Source: an optimization exercise on an open RTL-to-GDS flow (aim: small area, a short achievable clock period and few clock cycles). Production flows keep margins and buffers that such runs may drop.
In this exercise RTL edits were held to simulation tests only and were not proved equivalent to the original.

==> inputs of trial 68 <==
// alu
module alu(
    input logic clk,
    input logic rst,
    input logic in_alu,
    input logic[31:0] operand1,
    input logic[31:0] operand2,
    input logic [5:0]operation,
    input logic[5:0]op,
    input logic [4:0]shamt,
    output logic[31:0] result,
    output logic out_alu
);
==> module alu, before the edit <==
module alu(
    input logic clk,
    input logic rst,
    input logic in_alu,
    input logic[31:0] operand1,
    input logic[31:0] operand2,
    input logic [5:0]operation,
    input logic[5:0]op,
    input logic [4:0]shamt,
    output logic[31:0] result,
    output logic out_alu
);
logic [31:0]ii;
logic flag_shift;
logic flag_shift2;
logic [31:0]operand1_use;
logic signed [31:0]D;
always_ff @(posedge clk)
begin
if(rst==1'b1)
begin
    flag_shift <= 1'b0;
    flag_shift2 <= 1'b0;
    ii <= 32'd0;
    out_alu <= 1'b0;
end
else
begin
out_alu <= 1'b0;
if(in_alu==1'b1)
begin
    case(operation)
        6'b001101:
        begin
            result <= operand1+operand2;
            out_alu <= 1'b1;
        end
        6'b000001:
        begin
            result <= operand1-operand2;
            out_alu <= 1'b1;
        end
        6'b000010:
        begin
            if(flag_shift==1'b0)
            begin
                ii<=shamt;
            end
            flag_shift<=1'b1;
            operand1_use<=operand1;
            if(flag_shift==1'b1)
            begin
                operand1_use<={operand1_use[30:0],1'b0};
                ii<=ii-1;
                if(ii==0)
                begin
                    result<=operand1_use;
                    out_alu <= 1'b1;
                    flag_shift<=1'b0;
                end
            end
        end
        6'b000011:
        begin
            if(flag_shift==1'b0)
            begin
                ii<=shamt;
            end
            flag_shift<=1'b1;
            operand1_use<=operand1;
            if(flag_shift==1'b1)
            begin
                operand1_use<={1'b0,operand1_use[31:1]};
                ii<=ii-1;
                if(ii==0)
                begin
                    result<=operand1_use;
                    out_alu <= 1'b1;
                    flag_shift<=1'b0;
                end
            end
        end
        6'b000100:
        begin
            result<=operand1<operand2; 
            out_alu<=1'b1;
        end
        6'b000101:
        begin
            result<=operand1>operand2; 
            out_alu<=1'b1;
        end
        6'b000110:
        begin
            result<=(operand1==operand2); 
            out_alu<=1'b1;
        end
        6'b000111: 
        begin
            if(flag_shift==1'b0)
            begin
                ii<=shamt;
            end
            flag_shift<=1'b1;
            operand1_use<=operand1;
            if(flag_shift==1'b1)
            begin
                operand1_use<={operand1_use[31],operand1_use[31:1]};
                ii<=ii-1;
                if(ii==0)
                begin
                    result<=operand1_use;
                    out_alu <= 1'b1;
                    flag_shift<=1'b0;
                end
            end
        end
        6'b001000: 
        begin
            if(flag_shift==1'b0)
            begin
                ii<=shamt;
            end
            flag_shift<=1'b1;
            operand1_use<=operand1;
            if(flag_shift==1'b1)
            begin
                operand1_use<={operand1_use[30:0],operand1_use[31]};
                ii<=ii-1;
                if(ii==0)
                begin
                    result<=operand1_use;
                    out_alu <= 1'b1;
                    flag_shift<=1'b0;
                end
            end
        end
        6'b001001: 
        begin
            if(flag_shift==1'b0)
            begin
                ii<=shamt;
            end
            flag_shift<=1'b1;
            operand1_use<=operand1;
            if(flag_shift==1'b1)
            begin
                operand1_use<={operand1_use[0],operand1_use[31:1]};
                ii<=ii-1;
                if(ii==0)
                begin
                    result<=operand1_use;
                    out_alu <= 1'b1;
                    flag_shift<=1'b0;
                end
            end
        end
        6'b001010: 
        begin
            if(flag_shift==1'b0)
            begin
                ii<=shamt;
            end
            flag_shift<=1'b1;
            operand1_use<=operand1;
            if(flag_shift==1'b1)
            begin
                operand1_use<={operand1_use[30:0],operand1_use[31]};
                ii<=ii-1;
                if(ii==0)
                begin
                    result<=operand1_use;
                    out_alu <= 1'b1;
                    flag_shift<=1'b0;
                end
            end
        end
        6'b001011: 
        begin
            result<=operand1*operand2;
            out_alu<=1'b1;
        end
        6'b001100: 
        begin
            if(flag_shift2==1'b0)
            begin
                D<=(operand1-operand2);
                flag_shift2<=1'b1;
                ii<=0;
            end
            if(flag_shift2==1'b1)
            begin
                if(D>=0)
                begin
                    ii<=ii+1;
                    D<=D-operand2;
                end
                if(D<0)
                begin
                    result<=ii;
                    flag_shift2<=1'b0;
                    out_alu<=1'b1;
                end 
            end
        end
        default: ;
    endcase
end
end
end
endmodule
Settings: LEC_CHECK=0, CAP_MARGIN=20, CORE_MARGIN=2, CORE_UTILIZATION=40, PLACE_DENSITY=0.6, SLEW_MARGIN=20; clock period 11.0 ns.
run.sh (not shown) runs the stock make flow with config.mk's settings and CLKGATE_MAP_FILE= SYNTH_SCRIPT=/design/flow/synth_recipe.tcl, a recipe that flattens the netlist after the stock synthesis.
==> trial 55 (differences from trial 68) <==
==> flow/design.v (replaced) <==
module alu(
    input logic clk,
    input logic rst,
    input logic in_alu,
    input logic[31:0] operand1,
    input logic[31:0] operand2,
    input logic [5:0]operation,
    input logic[5:0]op,
    input logic [4:0]shamt,
    output logic[31:0] result,
    output logic out_alu
);
localparam logic [1:0] ST_IDLE = 2'd0, ST_MUL = 2'd1, ST_DINIT = 2'd2, ST_DIV = 2'd3;
logic [1:0]  st;
logic [4:0]  cnt;
logic [30:0] rem;
wire [31:0] A = operand1;
wire [31:0] B = operand2;
wire op_add = (operation == 6'd13);
wire op_sub = (operation == 6'd1);
wire op_lt  = (operation == 6'd4);
wire op_gt  = (operation == 6'd5);
wire op_eq  = (operation == 6'd6);
wire op_sll = (operation == 6'd2);
wire op_srl = (operation == 6'd3);
wire op_sra = (operation == 6'd7);
wire op_rol = (operation == 6'd8) | (operation == 6'd10);
wire op_ror = (operation == 6'd9);
wire op_mul = (operation == 6'd11);
wire op_div = (operation == 6'd12);
wire op_cmp = op_lt | op_gt | op_eq;
wire op_shf = op_sll | op_srl | op_sra | op_rol | op_ror;
wire idle = (st == ST_IDLE);
wire [2:0] grp = idle ? 3'd7 : cnt[2:0];
wire [32:0] bext = {B, 1'b0};
wire [4:0] bd = bext[{grp, 2'b00} +: 5];    
function automatic [32:0] booth_pp(input [2:0] d, input [31:0] a);
    logic one, two, neg;
    logic [31:0] m;
    one = d[1] ^ d[0];
    two = (d[2] & ~d[1] & ~d[0]) | (~d[2] & d[1] & d[0]);
    neg = d[2];
    m = one ? a : (two ? {a[30:0], 1'b0} : 32'd0);
    booth_pp = {neg, m ^ {32{neg}}};
endfunction
wire [32:0] pplo = booth_pp(bd[2:0], A);
wire [32:0] pphi = booth_pp(bd[4:2], A);
wire [31:0] acc  = idle ? 32'd0 : result;
wire [31:0] mx = {acc[27:0], 1'b0, pphi[32], 1'b0, pplo[32]};
wire [31:0] my = pplo[31:0];
wire [31:0] mz = {pphi[29:0], 2'b00};
wire [31:0] csa_s = mx ^ my ^ mz;
wire [31:0] csa_c = {(mx[30:0] & my[30:0]) | (mx[30:0] & mz[30:0]) | (my[30:0] & mz[30:0]), 1'b0};
wire in_mul = (st == ST_MUL) | (idle & op_mul);
wire in_div = (st == ST_DIV);
wire do_sub = ~in_mul & (in_div | ~op_add);
wire [31:0] ax = in_mul ? csa_s : (in_div ? {rem, result[31]} : A);
wire [31:0] ay = in_mul ? csa_c : (B ^ {32{do_sub}});
wire [32:0] asum = {1'b0, ax} + {1'b0, ay} + {32'd0, do_sub};
wire borrow = ~asum[32];             
wire eq = (A == B);
wire lt = borrow;
wire gt = ~borrow & ~eq;
wire dinit = (st == ST_DINIT);
wire left = dinit | op_sll | op_rol;
wire [4:0] samt = dinit ? cnt : shamt;
wire [4:0] t = (left & ~dinit) ? ~samt : samt;
wire [62:0] fv = left ? {A, ((op_rol | dinit) ? A[31:1] : 31'd0)}
                      : {(op_ror ? A[30:0] : (op_sra ? {31{A[31]}} : 31'd0)), A};
wire [62:0] fsh = fv >> t;
wire [31:0] shv = fsh[31:0];
logic [31:0] dmask;
genvar gj;
generate for (gj = 0; gj < 32; gj++) begin : g_dmask
    assign dmask[gj] = (6'(gj) + {1'b0, cnt}) >= 6'd31;
end endgenerate
function automatic [5:0] bitlen(input [31:0] x);
    bitlen = 6'd0;
    for (int j = 0; j < 32; j++) if (x[j]) bitlen = j[5:0] + 6'd1;
endfunction
wire [5:0] sdiff = bitlen(A) - bitlen(B);
always_ff @(posedge clk)
begin
if (rst | ~in_alu) begin
    st <= ST_IDLE;
    out_alu <= 1'b0;
end else begin
    out_alu <= 1'b0;
    case (st)
    ST_IDLE: begin
        if (op_add | op_sub) begin
            result <= asum[31:0];
            out_alu <= 1'b1;
        end else if (op_cmp) begin
            result <= {31'd0, (op_lt & lt) | (op_gt & gt) | (op_eq & eq)};
            out_alu <= 1'b1;
        end else if (op_shf) begin
            result <= shv;
            out_alu <= 1'b1;
        end else if (op_mul) begin
            result <= asum[31:0];
            cnt <= 5'd6;
            st <= ST_MUL;
        end else if (op_div) begin
            if (lt) begin
                result <= 32'd0;
                out_alu <= 1'b1;
            end else begin
                cnt <= sdiff[4:0];
                st <= ST_DINIT;
            end
        end
    end
    ST_MUL: begin
        result <= asum[31:0];
        cnt <= cnt - 5'd1;
        if (cnt[2:0] == 3'd0) begin
            out_alu <= 1'b1;
            st <= ST_IDLE;
        end
    end
    ST_DINIT: begin
        result <= shv & dmask;
        rem <= shv[30:0] & ~dmask[30:0];
        st <= ST_DIV;
    end
    ST_DIV: begin
        result <= {result[30:0], ~borrow};
        rem <= borrow ? {rem[29:0], result[31]} : asum[30:0];
        cnt <= cnt - 5'd1;
        if (cnt == 5'd0) begin
            out_alu <= 1'b1;
            st <= ST_IDLE;
        end
    end
    endcase
end
end
endmodule
- ABC_CLOCK_PERIOD_IN_PS: default -> 4000
- SETUP_SLACK_MARGIN: default -> 5
==> comparison table <==
Sequential share of cell area: trial 68 11.5%; trial 55 9.47%
Wire length after detailed routing: trial 68 97.4 mm; trial 55 88.3 mm
Number of buffers inserted during clock tree synthesis: trial 68 17; trial 55 9
Top-area cell type share of the netlist area: trial 68 29.2%; trial 55 12.3%
Placed instance count: trial 68 4259; trial 55 2775
Count of multi-input gates: trial 68 2517; trial 55 1961
R2r setup slk: trial 68 7.26 ns; trial 55 4.43 ns
First-pass iteration count of the detailed router: trial 68 8; trial 55 6
Growth of design area from synthesis to finish: trial 68 10.5%; trial 55 33.4%
H-tree Lvls: trial 68 4; trial 55 3
Cell type with the largest total area after synthesis: trial 68 fa_1; trial 55 edfxtp_1
Pre-CTS WS: trial 68 0.552 ns; trial 55 1.54 ns
Run status: trial 68 no timing/DRC/antenna violations; trial 55 no timing/DRC/antenna violations
Met3 wirelength from detailed routing: trial 68 9.00 mm; trial 55 11.6 mm
Fraction of area in multi-input gates: trial 68 71.1%; trial 55 68.5%
Critical Path Stages: trial 68 26; trial 55 28
Testbench counts of trial 68, summed over its fixed seeds: cycles 20,255.
Testbench counts of trial 55, summed over its fixed seeds: cycles 5,792.

## what the ideal ports hide
No port has a modelled driver above. Below, the same layouts with a new extraction and two added sets of constraints. Step 1, drivers: a clkbuf_16 drives clk and a buf_2 each remaining input, both assumed. Step 2 adds t to the input delays and takes it off the output delays; t is the mean of the earliest and latest rising clock arrival at the registers after step 1. Input paths then give back, and output paths get back, about the clock's delay inside the block. Three values: no drivers, after step 1, after step 2; two values: the first two.
run	t, ns	setup slack, ns	hold WS [ns]	worst data-port slew with drivers (ns)
trial 68	0.504	0.997 / 1.026 / 0.522	0.615 / 0.615 / 0.615	0.10
trial 55	0.382	3.880 / 3.870 / 3.488	0.567 / 0.567 / 0.567	0.07
After both steps every run listed still meets setup and hold. The setup slack of trial 68, which loses most, moves by +0.029 ns with the drivers and by -0.475 ns with both steps.
